Background: an optimization exercise with open tools, aiming at small area, a short achievable clock period and few clock cycles. Do not read the settings as production practice.
RTL that was checked went through simulation tests only; none was proved equivalent to the original.

Design SM_2300_Task6_dijkstra, start of the top module:
module SM_2300_Task6_dijkstra(
  input clk_50M,
  input rst,
  input go,
  input [5:0] src,
  input [5:0] dst,
  input [209:0] weights,
  output ready,
  output reg out_valid,
  output reg [5:0] out_node,
  output reg out_last,
  output reg [10:0] path_cost
);
reg [209:0] wreg;
reg [5:0] srcr, dstr;
reg busy, seed;
reg rdy;            
reg [7:0] dreg [0:11];
reg [1:0] par [0:11];
assign ready = rdy;
function [8:0] relax;
  input [7:0] a;
  input [7:0] d;
  input [5:0] w;
  reg [8:0] s;
  reg c, b, wi;
  integer i;
  begin
    c = 1'b0;
    for (i = 0; i < 8; i = i + 1) begin
      wi = (i < 6) ? w[i] : 1'b0;
      s[i] = a[i] ^ wi ^ c;
      c = (a[i] & wi) | (a[i] & c) | (wi & c);
    end
    s[8] = c;
    b = 1'b0;
    for (i = 0; i < 8; i = i + 1)
      b = (~s[i] & d[i]) | (~s[i] & b) | (d[i] & b);
    b = b & ~s[8];
    relax = {b, b ? s[7:0] : d};
  end
endfunction
function [9:0] relax2;
  input [7:0] a1;
  input [5:0] w1;
  input [7:0] a2;
  input [5:0] w2;
  input [7:0] d;
  reg [8:0] s1, s2;
  reg c, b1, b2, le, wi, sel1, sel2;
  integer i;
  begin
    c = 1'b0;
    for (i = 0; i < 8; i = i + 1) begin
      wi = (i < 6) ? w1[i] : 1'b0;
      s1[i] = a1[i] ^ wi ^ c;
      c = (a1[i] & wi) | (a1[i] & c) | (wi & c);
    end
    s1[8] = c;
    c = 1'b0;
    for (i = 0; i < 8; i = i + 1) begin
      wi = (i < 6) ? w2[i] : 1'b0;
      s2[i] = a2[i] ^ wi ^ c;
      c = (a2[i] & wi) | (a2[i] & c) | (wi & c);
    end
    s2[8] = c;
    b1 = 1'b0;
    b2 = 1'b0;
    le = 1'b1;
    for (i = 0; i < 8; i = i + 1) begin
      b1 = (~s1[i] & d[i]) | (~s1[i] & b1) | (d[i] & b1);
      b2 = (~s2[i] & d[i]) | (~s2[i] & b2) | (d[i] & b2);
      le = (~s1[i] & s2[i]) | (~s1[i] & le) | (s2[i] & le);
    end
    b1 = b1 & ~s1[8];
    b2 = b2 & ~s2[8];
    le = (~s1[8] & s2[8]) | (~s1[8] & le) | (s2[8] & le);
    sel1 = b1 & le;
    sel2 = b2 & ~le;
    relax2 = {sel1, sel2, sel1 ? s1[7:0] : sel2 ? s2[7:0] : d};
  end
endfunction
wire [5:0] sw0 = {1'b0, wreg[4:0]};
wire [5:0] sw1 = {1'b0, wreg[99:95]};
wire [5:0] sw2 = {1'b0, wreg[184:180]};
wire [5:0] sw3 = wreg[54:50] + wreg[49:45];
wire [5:0] sw4 = {1'b0, wreg[64:60]};
  ...
Size in the first run: about 5200 cells after synthesis, about 390 flip-flops, roughly 250 I/O pins, about 37000 µm² of cells after synthesis.
Settings: LEC_CHECK=0, ABC_AREA=1, CAP_MARGIN=20, CORE_MARGIN=2, CORE_UTILIZATION=50, SLEW_MARGIN=20, SYNTH_MEMORY_MAX_BITS=65536; clock period 80.0 ns.
standard.sh (not shown) runs the stock make flow with config.mk's settings and CLKGATE_MAP_FILE= SYNTH_SCRIPT=/design/flow/synth_recipe.tcl, a recipe that flattens the netlist after the stock synthesis.
==> flow/flow/run.sh <==
#!/bin/bash
set -euo pipefail
bash standard.sh "BUFFER_PORTS_ARGS=-buffer_cell sky130_fd_sc_hd__buf_1" "CTS_ARGS=-sink_clustering_enable -repair_clock_nets -dont_use_dummy_load -buf_list sky130_fd_sc_hd__clkbuf_4 -root_buf sky130_fd_sc_hd__clkbuf_16" finish > make_finish.log 2>&1
Rerun with:
Settings changed: CORE_UTILIZATION 50 to 40.
Wire length goes up by 1.2%.
Count of clock-buffer cells in the layout goes up by 2.
Function was not checked in any run of this note: the RTL went through the layout flow alone.


job 101:
SM_2300_Task6_dijkstra, a different RTL version from the one above (not shown whole).
For scale: ~360 flip-flops, roughly 250 I/O pins.
clock: 80.0 ns
lec_check: 0
abc_area: 1
cap_margin: 20
core_margin: 2
core_utilization: 40
slew_margin: 20
synth_memory_max_bits: 65536
Scripts as last shown in full above: flow/flow/run.sh
Testbench counts of job 101, summed over its fixed seeds: cycles 867.
The inputs of job 102 differ from those of job 101 as listed below.
==> flow/flow/run.sh <==
#!/bin/bash
set -euo pipefail
bash standard.sh "BUFFER_PORTS_ARGS=-buffer_cell sky130_fd_sc_hd__buf_1" "CTS_ARGS=-sink_clustering_enable -repair_clock_nets -dont_use_dummy_load -buf_list sky130_fd_sc_hd__clkbuf_4 -root_buf sky130_fd_sc_hd__clkbuf_16" "SETUP_SLACK_MARGIN=62.9" "PRE_FLOORPLAN_TCL=$PWD/flow/restructure.tcl" finish > make_finish.log 2>&1
==> flow/flow/restructure.tcl (new file) <==
# Area-oriented resynthesis of the combinational logic with OpenROAD's restructure (ABC),
# run at the start of the floorplan step through ORFS's PRE_FLOORPLAN_TCL hook. Registers
# are not touched. ABC maps onto a copy of the platform's liberty file without the cells
# the platform marks don't-use.
set src_lib [lindex $::env(LIB_FILES) 0]
set lib_ok $::env(RESULTS_DIR)/restructure_cells.lib
set patterns {}
foreach c $::env(DONT_USE_CELLS) { lappend patterns $c }
set in [open $src_lib r]
set out [open $lib_ok w]
set skip 0
set depth 0
while {[gets $in line] >= 0} {
  if {!$skip && [regexp {^\s*cell\s*\(\s*"?([A-Za-z0-9_]+)"?\s*\)} $line -> name]} {
    foreach p $patterns {
      if {[string match $p $name]} { set skip 1; set depth 0; break }
    }
  }
  if {$skip} {
    incr depth [regexp -all {\{} $line]
    incr depth [expr {-[regexp -all {\}} $line]}]
    if {$depth <= 0 && [regexp {\}} $line]} { set skip 0 }
    continue
  }
  puts $out $line
}
close $in
close $out
set_dont_use $::env(DONT_USE_CELLS)
file mkdir $::env(RESULTS_DIR)/rmp
restructure -target area -liberty_file $lib_ok \
  -tielo_port sky130_fd_sc_hd__conb_1/LO -tiehi_port sky130_fd_sc_hd__conb_1/HI \
  -work_dir $::env(RESULTS_DIR)/rmp -abc_logfile $::env(LOG_DIR)/restructure_abc.log
Notes after the runs:
Job 101: full flow OK, the timing, design-rule and antenna checks passed
Job 102 | ERROR | floorplan
Job 101 → job 102: height of the die decreased by about 8% relative to the old numbers; mean post-synth cell area higher; overall die width shows a reduction of 8.4%; synthesized cell count down about 18%.
Sort job 101 and job 102 by placement row count, descending, and job 101 comes first.
Effective utilization at floorplan: job 101 vs job 102 — no meaningful difference
Changes in job 103 relative to job 102:
- a change of CORE_UTILIZATION from 40 to 48
==> flow/flow/run.sh <==
#!/bin/bash
set -euo pipefail
bash standard.sh "BUFFER_PORTS_ARGS=-buffer_cell sky130_fd_sc_hd__buf_1" "CTS_ARGS=-sink_clustering_enable -repair_clock_nets -dont_use_dummy_load -buf_list sky130_fd_sc_hd__clkbuf_4 -root_buf sky130_fd_sc_hd__clkbuf_16" "SETUP_SLACK_MARGIN=62.9" "POST_FLOORPLAN_TCL=$PWD/flow/restructure.tcl" finish > make_finish.log 2>&1
-- flow/flow/restructure.tcl --
<<< job 102, line 1
# Area-oriented resynthesis of the combinational logic with OpenROAD's restructure (ABC),
# run at the start of the floorplan step through ORFS's PRE_FLOORPLAN_TCL hook. Registers
# are not touched. ABC maps onto a copy of the platform's liberty file without the cells
# the platform marks don't-use.
>>> job 103, line 1
# Area-oriented resynthesis of the combinational logic with OpenROAD's restructure (ABC),
# run at the end of the floorplan step through ORFS's POST_FLOORPLAN_TCL hook. Registers
# are not touched. ABC maps onto a copy of the platform's liberty file without the cells
# the platform marks don't-use.
==> run notes <==
Job 103 reached the end of the flow, and the finished layout is clean on the timing, design-rule and antenna checks.
Die outline height: job 103 vs job 102, no meaningful difference
Job 103 ended up with a higher effective utilization at floorplan than job 102 did.
Post-synthesis area per instance (lower): job 103
Changes in job 104 relative to job 103:
- CORE_UTILIZATION changed from 48 to 40
==> flow/flow/run.sh <==
#!/bin/bash
set -euo pipefail
bash standard.sh "BUFFER_PORTS_ARGS=-buffer_cell sky130_fd_sc_hd__buf_1" "CTS_ARGS=-sink_clustering_enable -repair_clock_nets -dont_use_dummy_load -buf_list sky130_fd_sc_hd__clkbuf_4 -root_buf sky130_fd_sc_hd__clkbuf_16" "SETUP_SLACK_MARGIN=63.3" finish > make_finish.log 2>&1
removed: flow/flow/restructure.tcl
Findings:
Summary: with job 103 as the reference, number of buffers created by CTS in job 104 moved up slightly.
Count of instances resized after the clock tree is built, job 104 vs job 103: up by more than half
Relative to job 103, number of non-clock buffers in the layout decreased by 25 in job 104.
Job 103 ended with every stage complete and zero timing, DRC or antenna violations.
The flow did not stop early for job 104: all stages ran, and the layout cleared the timing, design-rule and antenna checks.
Post-place instance area for job 104 is higher than for job 103.
Die area: job 104 vs job 103 up 20%
Against job 103, mean number of vias per cell in job 104 fell by more than 10%.
met5 as the top layer used by detailed routing was reported by job 104, and met4 by job 103.
Job 103 → job 104: cell area after layout has increased; first-iteration DRC count now sits lower.
diff inputs: job 104 => job 105
- changing CORE_UTILIZATION from 40 to 50
==> flow/flow/run.sh <==
#!/bin/bash
set -euo pipefail
bash standard.sh "BUFFER_PORTS_ARGS=-buffer_cell sky130_fd_sc_hd__buf_1" "CTS_ARGS=-sink_clustering_enable -repair_clock_nets -dont_use_dummy_load -buf_list sky130_fd_sc_hd__clkbuf_4 -root_buf sky130_fd_sc_hd__clkbuf_16" "SETUP_SLACK_MARGIN=62.9" finish > make_finish.log 2>&1
Findings:
Comparing job 104 and job 105, the higher register-to-register slack is on job 104.
[compare] base=job 104 new=job 105: final weighted congestion in routability-driven placement moved up; share of the clock period used by the worst path after layout level; number of antenna violations at the first check in global routing moved down.


== run A ==
Another version of the RTL of SM_2300_Task6_dijkstra (not shown whole).
Size: roughly 5200 cells after synthesis, roughly 400 flip-flops, about 250 I/O pins, roughly 38000 um2 of cells after synthesis.
==> flow/config.mk <==
export PLATFORM = sky130hd
export DESIGN_NAME = SM_2300_Task6_dijkstra
export DESIGN_NICKNAME = SM_2300_Task6_dijkstra
export VERILOG_FILES = /design/flow/design.v
export SDC_FILE = /design/flow/constraint.sdc
export NUM_CORES = 8
export LEC_CHECK = 0
export ABC_AREA = 1
export CAP_MARGIN = 20
export CORE_MARGIN = 2
export CORE_UTILIZATION = 40
export SLEW_MARGIN = 20
export SYNTH_MEMORY_MAX_BITS = 65536
==> flow/constraint.sdc <==
create_clock -name core_clock -period 80.0 [get_ports {clk_50M}]
set_input_delay 16.0000 -clock core_clock [delete_from_list [all_inputs] [get_ports {clk_50M}]]
set_output_delay 16.0000 -clock core_clock [all_outputs]
set_load 0.01 [all_outputs]
==> flow/flow/run.sh <==
#!/bin/bash
# Layout flow: the standard layout (standard.sh, all steps unchanged) except that the
# port buffers that buffer_ports adds during placement are sky130_fd_sc_hd__buf_1 cells
# instead of the delay-buffer cell it picks by itself. make's full output goes to
# make_finish.log here; the ORFS step logs stay under orfs/logs/.
set -euo pipefail
bash standard.sh "BUFFER_PORTS_ARGS=-buffer_cell sky130_fd_sc_hd__buf_1" finish > make_finish.log 2>&1
Testbench counts of run A, summed over its fixed seeds: cycles 874.
## Diff of input files: run B against run A
==> flow/run.sh (new file) <==
#!/bin/bash
# synth_recipe.tcl (not shown) runs the flow's synth.tcl, then flattens the netlist and writes it again
# the make line also repeats each setting of config.mk as NAME=value (left out here)
make -C /OpenROAD-flow-scripts/flow DESIGN_CONFIG=/design/flow/config.mk WORK_HOME=/design/flow/orfs CLKGATE_MAP_FILE= SYNTH_SCRIPT=/design/flow/synth_recipe.tcl finish
removed: flow/flow/run.sh
removed: flow/standard.sh
--- outcome ---
Area taken by flip-flops and latches came out exactly the same in run B and run A. Run A and run B ended up with roughly the same multi-input gate area in the final layout. Hold slack delta (run A -> run B): insignificant. Comparing run B and run A, the higher part of the cycle the worst path needs was measured on run B. Global routing met1 resource utilization in run B is 0.51 points higher than in run A. Antenna cell count (higher): run B.
Input-level comparison between run C and run B:
==> flow/flow/run.sh (new file) <==
#!/bin/bash
set -euo pipefail
bash standard.sh "BUFFER_PORTS_ARGS=-buffer_cell sky130_fd_sc_hd__buf_1" "CTS_ARGS=-sink_clustering_enable -repair_clock_nets -dont_use_dummy_load" finish > make_finish.log 2>&1
==> flow/standard.sh (new file) <==
#!/bin/bash
# synth_recipe.tcl (not shown) runs the flow's synth.tcl, then flattens the netlist and writes it again
# the make line also repeats each setting of config.mk as NAME=value (left out here)
make -C /OpenROAD-flow-scripts/flow DESIGN_CONFIG=/design/flow/config.mk WORK_HOME=/design/flow/orfs CLKGATE_MAP_FILE= SYNTH_SCRIPT=/design/flow/synth_recipe.tcl "${@:-finish}"
removed: flow/run.sh
Notes after the runs:
- The smallest hold slack on run B is in line with that on run C.
- Relative to run B, the design area of run C is lower by 4.3%.
- Comparing setup slack for run C and run B, the bigger number came from run C.
- Final weighted congestion of routability-driven global placement: run C vs run B up 5.6%

-- what the ideal ports hide --
How much do the figures lean on ideal ports? The routed layouts below were timed once more, with nothing changed but the port constraints. Step 1 (the two cells are an assumption about what drives the block):
set clk [get_ports {clk_50M}]
set_driving_cell -lib_cell sky130_fd_sc_hd__clkbuf_16 $clk
set_driving_cell -lib_cell sky130_fd_sc_hd__buf_2 [delete_from_list [all_inputs] $clk]
Step 2 moves the port delays by t, midway between the first and last clock arrival at a register: inputs arrive t later, outputs are due t later. That takes back most of the time a late clock gives input paths. Slacks: no drivers / after step 1 / after step 2; pairs: no drivers / after step 1.
| run | shift t [ns] | setup WS [ns] | worst setup path after step 2 | worst register clock-pin slew, ns | cell pins on the clock port's net |
|---|---|---|---|---|---|
| the first run of note 1 | 0.635 | 62.454 / 62.454 / 61.906 | input to register | 0.07 / 0.07 | 1 |
| the second run of note 1 | 0.668 | 62.567 / 62.567 / 62.007 | input to register | 0.07 / 0.07 | 1 |
| job 101 | 0.668 | 62.328 / 62.352 / 61.684 | input to register | 0.07 / 0.07 | 1 |
| job 103 | 0.629 | 62.814 / 62.819 / 62.190 | input to register | 0.07 / 0.07 | 1 |
| job 104 | 0.668 | 62.929 / 62.855 / 62.335 | input to register | 0.07 / 0.07 | 1 |
| job 105 | 0.657 | 62.861 / 62.854 / 62.226 | input to register | 0.07 / 0.07 | 1 |
| run A | 0.728 | 62.709 / 62.698 / 61.999 | input to register | 0.07 / 0.07 | 1 |
| run B | 0.720 | 62.211 / 62.254 / 61.534 | input to register | 0.08 / 0.08 | 1 |
| run C | 0.703 | 62.693 / 62.703 / 62.006 | input to register | 0.07 / 0.07 | 1 |
After both steps setup and hold are still met in every run listed. For run A, which loses most, drivers alone change the setup slack by -0.011 ns; drivers and shift together by -0.710 ns.
